This is an optimization exercise on Yosys and OpenROAD, whose aim is small area and a short achievable clock period, not a production implementation. Where RTL was checked, it was by simulation tests only, not by an equivalence proof against the original.

==> job 115 <==
==> flow/design.v (excerpt) <==
module iir(
    input clk,
    input rst_n,
    input [31:0] x,
    output reg [31:0] y
    );
reg [31:0] x1, p;
wire inv1 = ~y[0];
wire inv2 = ~y[1];
wire inv3 = ~y[2];
wire inv4 = ~y[3];
wire inv5 = ~y[4];
wire inv6 = ~y[5];
wire inv7 = ~y[6];
wire inv8 = ~y[7];
wire inv9 = ~y[8];
wire inv10 = ~y[9];
wire inv11 = ~y[10];
wire inv12 = ~y[11];
wire inv13 = ~y[12];
wire inv14 = ~y[13];
wire inv15 = ~y[14];
wire inv16 = ~y[15];
wire inv17 = ~y[16];
wire inv18 = ~y[17];
wire inv19 = ~y[18];
wire inv20 = ~y[19];
wire inv21 = ~y[20];
wire inv22 = ~y[21];
wire inv23 = ~y[22];
wire inv24 = ~y[23];
wire inv25 = ~y[24];
wire inv26 = ~y[25];
wire inv27 = ~y[26];
wire inv28 = ~y[27];
wire inv29 = ~y[28];
wire inv30 = ~y[29];
wire xe31 = p[2] ^ inv1;
wire xs32 = xe31 ^ x[0];
wire ag33 = p[2] & inv1;
wire og34 = p[2] | inv1;
wire c135 = ~((x[0] & og34) | ag33);
wire sm36 = ~(xs32 ^ x[1]);
wire c237 = xs32 | x[1];
wire xe38 = p[3] ^ inv2;
wire xs39 = xe38 ^ x[1];
wire ag40 = p[3] & inv2;
wire og41 = p[3] | inv2;
wire c142 = ~((x[1] & og41) | ag40);
wire xu43 = xs39 ^ x[2];
wire sm44 = ~(xu43 ^ c135);
wire na45 = ~(xs39 & x[2]);
wire no46 = ~(xs39 | x[2]);
wire c247 = ~((c135 & na45) | no46);
wire xe48 = p[4] ^ inv3;
wire xs49 = xe48 ^ x[2];
wire ag50 = p[4] & inv3;
wire og51 = p[4] | inv3;
wire c152 = ~((x[2] & og51) | ag50);
wire xu53 = xs49 ^ x[3];
wire sm54 = ~(xu53 ^ c142);
wire na55 = ~(xs49 & x[3]);
wire no56 = ~(xs49 | x[3]);
wire c257 = ~((c142 & na55) | no56);
wire xe58 = p[5] ^ inv4;
wire xs59 = xe58 ^ x[3];
wire ag60 = p[5] & inv4;
wire og61 = p[5] | inv4;
wire c162 = ~((x[3] & og61) | ag60);
wire xu63 = xs59 ^ x[4];
wire sm64 = ~(xu63 ^ c152);
wire na65 = ~(xs59 & x[4]);
wire no66 = ~(xs59 | x[4]);
wire c267 = ~((c152 & na65) | no66);
wire xe68 = p[6] ^ inv5;
wire xs69 = xe68 ^ x[4];
wire ag70 = p[6] & inv5;
wire og71 = p[6] | inv5;
wire c172 = ~((x[4] & og71) | ag70);
wire xu73 = xs69 ^ x[5];
wire sm74 = ~(xu73 ^ c162);
wire na75 = ~(xs69 & x[5]);
wire no76 = ~(xs69 | x[5]);
wire c277 = ~((c162 & na75) | no76);
wire xe78 = p[7] ^ inv6;
wire xs79 = xe78 ^ x[5];
wire ag80 = p[7] & inv6;
wire og81 = p[7] | inv6;
wire c182 = ~((x[5] & og81) | ag80);
wire xu83 = xs79 ^ x[6];
wire sm84 = ~(xu83 ^ c172);
wire na85 = ~(xs79 & x[6]);
wire no86 = ~(xs79 | x[6]);
wire c287 = ~((c172 & na85) | no86);
wire xe88 = p[8] ^ inv7;
wire xs89 = xe88 ^ x[6];
  ...
clock: 7.5 ns
lec_check: 0
cap_margin: 20
core_margin: 2
core_utilization: 70
cts_buf_list: sky130_fd_sc_hd__clkbuf_4 sky130_fd_sc_hd__clkbuf_8
setup_slack_margin: 4
slew_margin: 20
standard.sh (not shown) runs the stock make flow with config.mk's settings and CLKGATE_MAP_FILE= SYNTH_SCRIPT=/design/flow/synth_recipe.tcl, a recipe that flattens the netlist after the stock synthesis.
==> flow/flow/run.sh <==
#!/bin/bash
# Layout flow: the standard ORFS flow (standard.sh), with two changes:
#  1. the combinational logic of the standard synthesis is replaced by the
#     gate-level netlist that gen2.py writes from the same description as
#     rtl/iir.v (same registers, same names and cell types; checked by
#     swap_netlist.py, and the standard netlist is kept if they differ);
#  2. the port buffers are buf_1 cells instead of the default.
set -euo pipefail
export BUFFER_PORTS_ARGS="-buffer_cell sky130_fd_sc_hd__buf_1"
R=orfs/results/sky130hd/iir/base
bash standard.sh synth > standard_synth.log 2>&1
python3 flow/gen2.py --ytree fast42 --fap cell --net custom_netlist.v > gen2.log 2>&1
if python3 flow/swap_netlist.py $R/1_2_yosys.v custom_netlist.v > swap_netlist.log 2>&1; then
  cp $R/1_2_yosys.v standard_1_2_yosys.v
  cp custom_netlist.v $R/1_2_yosys.v
  touch $R/1_2_yosys.v
  rm -f $R/1_synth.odb $R/1_synth.sdc
fi
bash standard.sh finish > standard_finish.log 2>&1
Other scripts of this flow, unchanged in this note and not shown: flow/flow/gen2.py, flow/flow/swap_netlist.py
==> job 3796 (differences from job 115) <==
--- a/flow/config.mk
+++ b/flow/config.mk
@@ -9,5 +9,6 @@
 export CORE_MARGIN = 2
 export CORE_UTILIZATION = 70
 export CTS_BUF_LIST = sky130_fd_sc_hd__clkbuf_4 sky130_fd_sc_hd__clkbuf_8
+export GPL_TIMING_DRIVEN = 0
 export SETUP_SLACK_MARGIN = 4
 export SLEW_MARGIN = 20
==> job 8881 (differences from job 115) <==
--- a/flow/config.mk
+++ b/flow/config.mk
@@ -9,5 +9,5 @@
 export CORE_MARGIN = 2
 export CORE_UTILIZATION = 70
 export CTS_BUF_LIST = sky130_fd_sc_hd__clkbuf_4 sky130_fd_sc_hd__clkbuf_8
-export SETUP_SLACK_MARGIN = 4
+export SETUP_SLACK_MARGIN = 3.85
 export SLEW_MARGIN = 20
==> notes <==
Critical path depth is the same in job 115 and job 3796.
The lowest worst hold slack belongs to job 8881, the highest to job 115.
Die area is the same in job 8881 and job 115.

========
==> 04-07 <==
==> flow/design.v <==
`timescale 1ns / 1ps
module iir(
    input clk,
    input rst_n,
    input [31:0] x,
    output reg [31:0] y
    );
parameter [31:0] a1 = 32'd4;
parameter [31:0] a2 = 32'd3;
parameter [31:0] b0 = 32'd6;
parameter [31:0] b1 = 32'd1;
parameter [31:0] b2 = 32'd2;
reg [31:0] xn1, xn2, yn1, yn2;
always @(posedge clk or negedge rst_n)
begin
    if(!rst_n)
    begin
        xn1 <= 32'd0;
        xn2 <= 32'd0;
        yn1 <= 32'd0;
        yn2 <= 32'd0;
        y <= 32'd0;
    end
    else
    begin
        xn2 <= xn1;
        xn1 <= x;
        yn2 <= yn1;
        y <= b0 * x + b1 * xn1 + b2 * xn2 - a1 * yn1 - a2 * yn2;
        yn1 <= b0 * x + b1 * xn1 + b2 * xn2 - a1 * yn1 - a2 * yn2;
    end
end
endmodule
==> flow/run.sh <==
#!/bin/bash
# synth_recipe.tcl (not shown) runs the flow's synth.tcl, then flattens the netlist and writes it again
# the make line also repeats each setting of config.mk as NAME=value (left out here)
make -C /OpenROAD-flow-scripts/flow DESIGN_CONFIG=/design/flow/config.mk WORK_HOME=/design/flow/orfs CLKGATE_MAP_FILE= SYNTH_SCRIPT=/design/flow/synth_recipe.tcl finish
==> flow/config.mk <==
export PLATFORM = sky130hd
export DESIGN_NAME = iir
export DESIGN_NICKNAME = iir
export VERILOG_FILES = /design/flow/design.v
export SDC_FILE = /design/flow/constraint.sdc
export NUM_CORES = 4
export LEC_CHECK = 0
export CAP_MARGIN = 20
export CORE_MARGIN = 2
export CORE_UTILIZATION = 40
export SLEW_MARGIN = 20
==> flow/constraint.sdc <==
create_clock -name core_clock -period 7.5 [get_ports {clk}]
set_input_delay 1.5000 -clock core_clock [delete_from_list [all_inputs] [get_ports {clk}]]
set_output_delay 1.5000 -clock core_clock [all_outputs]
set_load 0.01 [all_outputs]
==> inputs of 04-02, as changes to 04-07 <==
==> flow/design.v (replaced) <==
module iir(
    input clk,
    input rst_n,
    input [31:0] x,
    output reg [31:0] y
    );
reg [31:0] x1, p;
always @(posedge clk or negedge rst_n)
begin
    if (!rst_n)
    begin
        x1 <= 32'd0;
        p  <= 32'd0;
        y  <= 32'd0;
    end
    else
    begin
        x1 <= x;
        p  <= x + (x1 << 1) - 32'd3 * y;
        y  <= 32'd6 * x - (y << 2) + p;
    end
end
endmodule
- ABC_CLOCK_PERIOD_IN_PS: default -> 2500
==> inputs of 02-19, as changes to 04-07 <==
==> flow/design.v (replaced) <==
module iir(
    input clk,
    input rst_n,
    input [31:0] x,
    output reg [31:0] y
    );
reg [31:0] x1, p;
always @(posedge clk or negedge rst_n)
begin
    if (!rst_n)
    begin
        x1 <= 32'd0;
        p  <= 32'd0;
        y  <= 32'd0;
    end
    else
    begin
        x1 <= x;
        p  <= x + (x1 << 1) - 32'd3 * y;
        y  <= 32'd6 * x - (y << 2) + p;
    end
end
endmodule
==> notes <==
In 04-07 the routed wire length is lower than in 02-19, by 3.7%. 02-19 produced a clean layout. 04-07 completed without violations. 04-02 passed the timing, DRC and antenna checks. Die area is the same in 02-19 and 04-02. Between 04-07 and 02-19, the lower cell count is in 02-19 (gap about 6%, measured against 02-19). Critical path depth is the same in 02-19 and 04-02. In synthesized cell count, 04-02 and 02-19 do not differ. Between 04-07 and 04-02, the lower via count is in 04-07 (gap 5.6%, measured against 04-02). First-iteration DRC count: 04-07 is smaller than 02-19 (13%). Design area: 04-02 is smaller than 04-07 (about 13%). In global-route usage, 02-19 and 04-02 do not differ.
For 04-02 and 02-19, only the layout was checked, not whether the RTL still works.

========
==> run P <==
iir, a different RTL version from the one above (not shown whole).
Settings: LEC_CHECK=0, CAP_MARGIN=20, CORE_MARGIN=2, CORE_UTILIZATION=60, SETUP_SLACK_MARGIN=4, SLEW_MARGIN=20; clock period 7.5 ns.
==> flow/flow/run.sh <==
#!/bin/bash
# Layout flow: the standard ORFS flow (standard.sh), with two changes:
#  1. the combinational logic of the standard synthesis is replaced by the
#     gate-level netlist that gen2.py writes from the same description as
#     rtl/iir.v (same registers, same names and cell types; checked by
#     swap_netlist.py, and the standard netlist is kept if they differ);
#  2. the port buffers are buf_2 cells instead of the default.
set -euo pipefail
export BUFFER_PORTS_ARGS="-buffer_cell sky130_fd_sc_hd__buf_2"
R=orfs/results/sky130hd/iir/base
bash standard.sh synth > standard_synth.log 2>&1
python3 flow/gen2.py --net custom_netlist.v > gen2.log 2>&1
if python3 flow/swap_netlist.py $R/1_2_yosys.v custom_netlist.v > swap_netlist.log 2>&1; then
  cp $R/1_2_yosys.v standard_1_2_yosys.v
  cp custom_netlist.v $R/1_2_yosys.v
  touch $R/1_2_yosys.v
  rm -f $R/1_synth.odb $R/1_synth.sdc
fi
bash standard.sh finish > standard_finish.log 2>&1
Other scripts of this flow, unchanged in this note and not shown: flow/flow/gen2.py, flow/flow/swap_netlist.py
==> run C (differences from run P) <==
--- a/flow/config.mk
+++ b/flow/config.mk
@@ -9,4 +9,4 @@
 export CORE_MARGIN = 2
 export CORE_UTILIZATION = 60
-export SETUP_SLACK_MARGIN = 4
+export SETUP_SLACK_MARGIN = 4.5
 export SLEW_MARGIN = 20
==> notes.md <==
Area after synthesis is the same in run C and run P.
Against run P, the via count of run C is higher by about 11%.
In run P the non-clock buffer count is lower than in run C, by 53.
Die area is the same in run P and run C.
In run P the sequential share of layout area is higher than in run C, by 3.0 points.
No run of this note included a check of the RTL's function; only the layout flow was run.

==> separate check: timing with driven ports <==
Ports are ideal in the flow. The routed layouts listed here were re-timed in OpenROAD.
Step 1 assumes that a clkbuf_16 drives the clock port and a buf_2 every other input.
Step 2 also shifts input and output timing later by t, the mid clock arrival at the registers, as if the neighbouring blocks saw the same clock.
a / b / c = ideal ports / drivers / drivers and shift; a / b = the first two.
run	shift t [ns]	setup WS [ns]	worst setup path after step 2
job 115	0.413	4.131 / 4.147 / 3.734	input to register
job 3796	0.413	4.125 / 4.127 / 3.714	input to register
job 8881	0.429	4.015 / 4.033 / 3.604	input to register
04-07	0.470	0.236 / 0.257 / -0.213	input to register
04-02	0.393	0.685 / 0.711 / 0.319	input to register
02-19	0.393	0.685 / 0.711 / 0.319	input to register
run P	0.391	3.892 / 3.894 / 3.503	input to register
run C	0.390	3.825 / 3.826 / 3.436	input to register
Met with ideal ports but missed after step 2: setup timing in 04-07. The setup slack of 04-07, which loses most, moves by +0.021 ns with the drivers and by -0.449 ns with both steps.
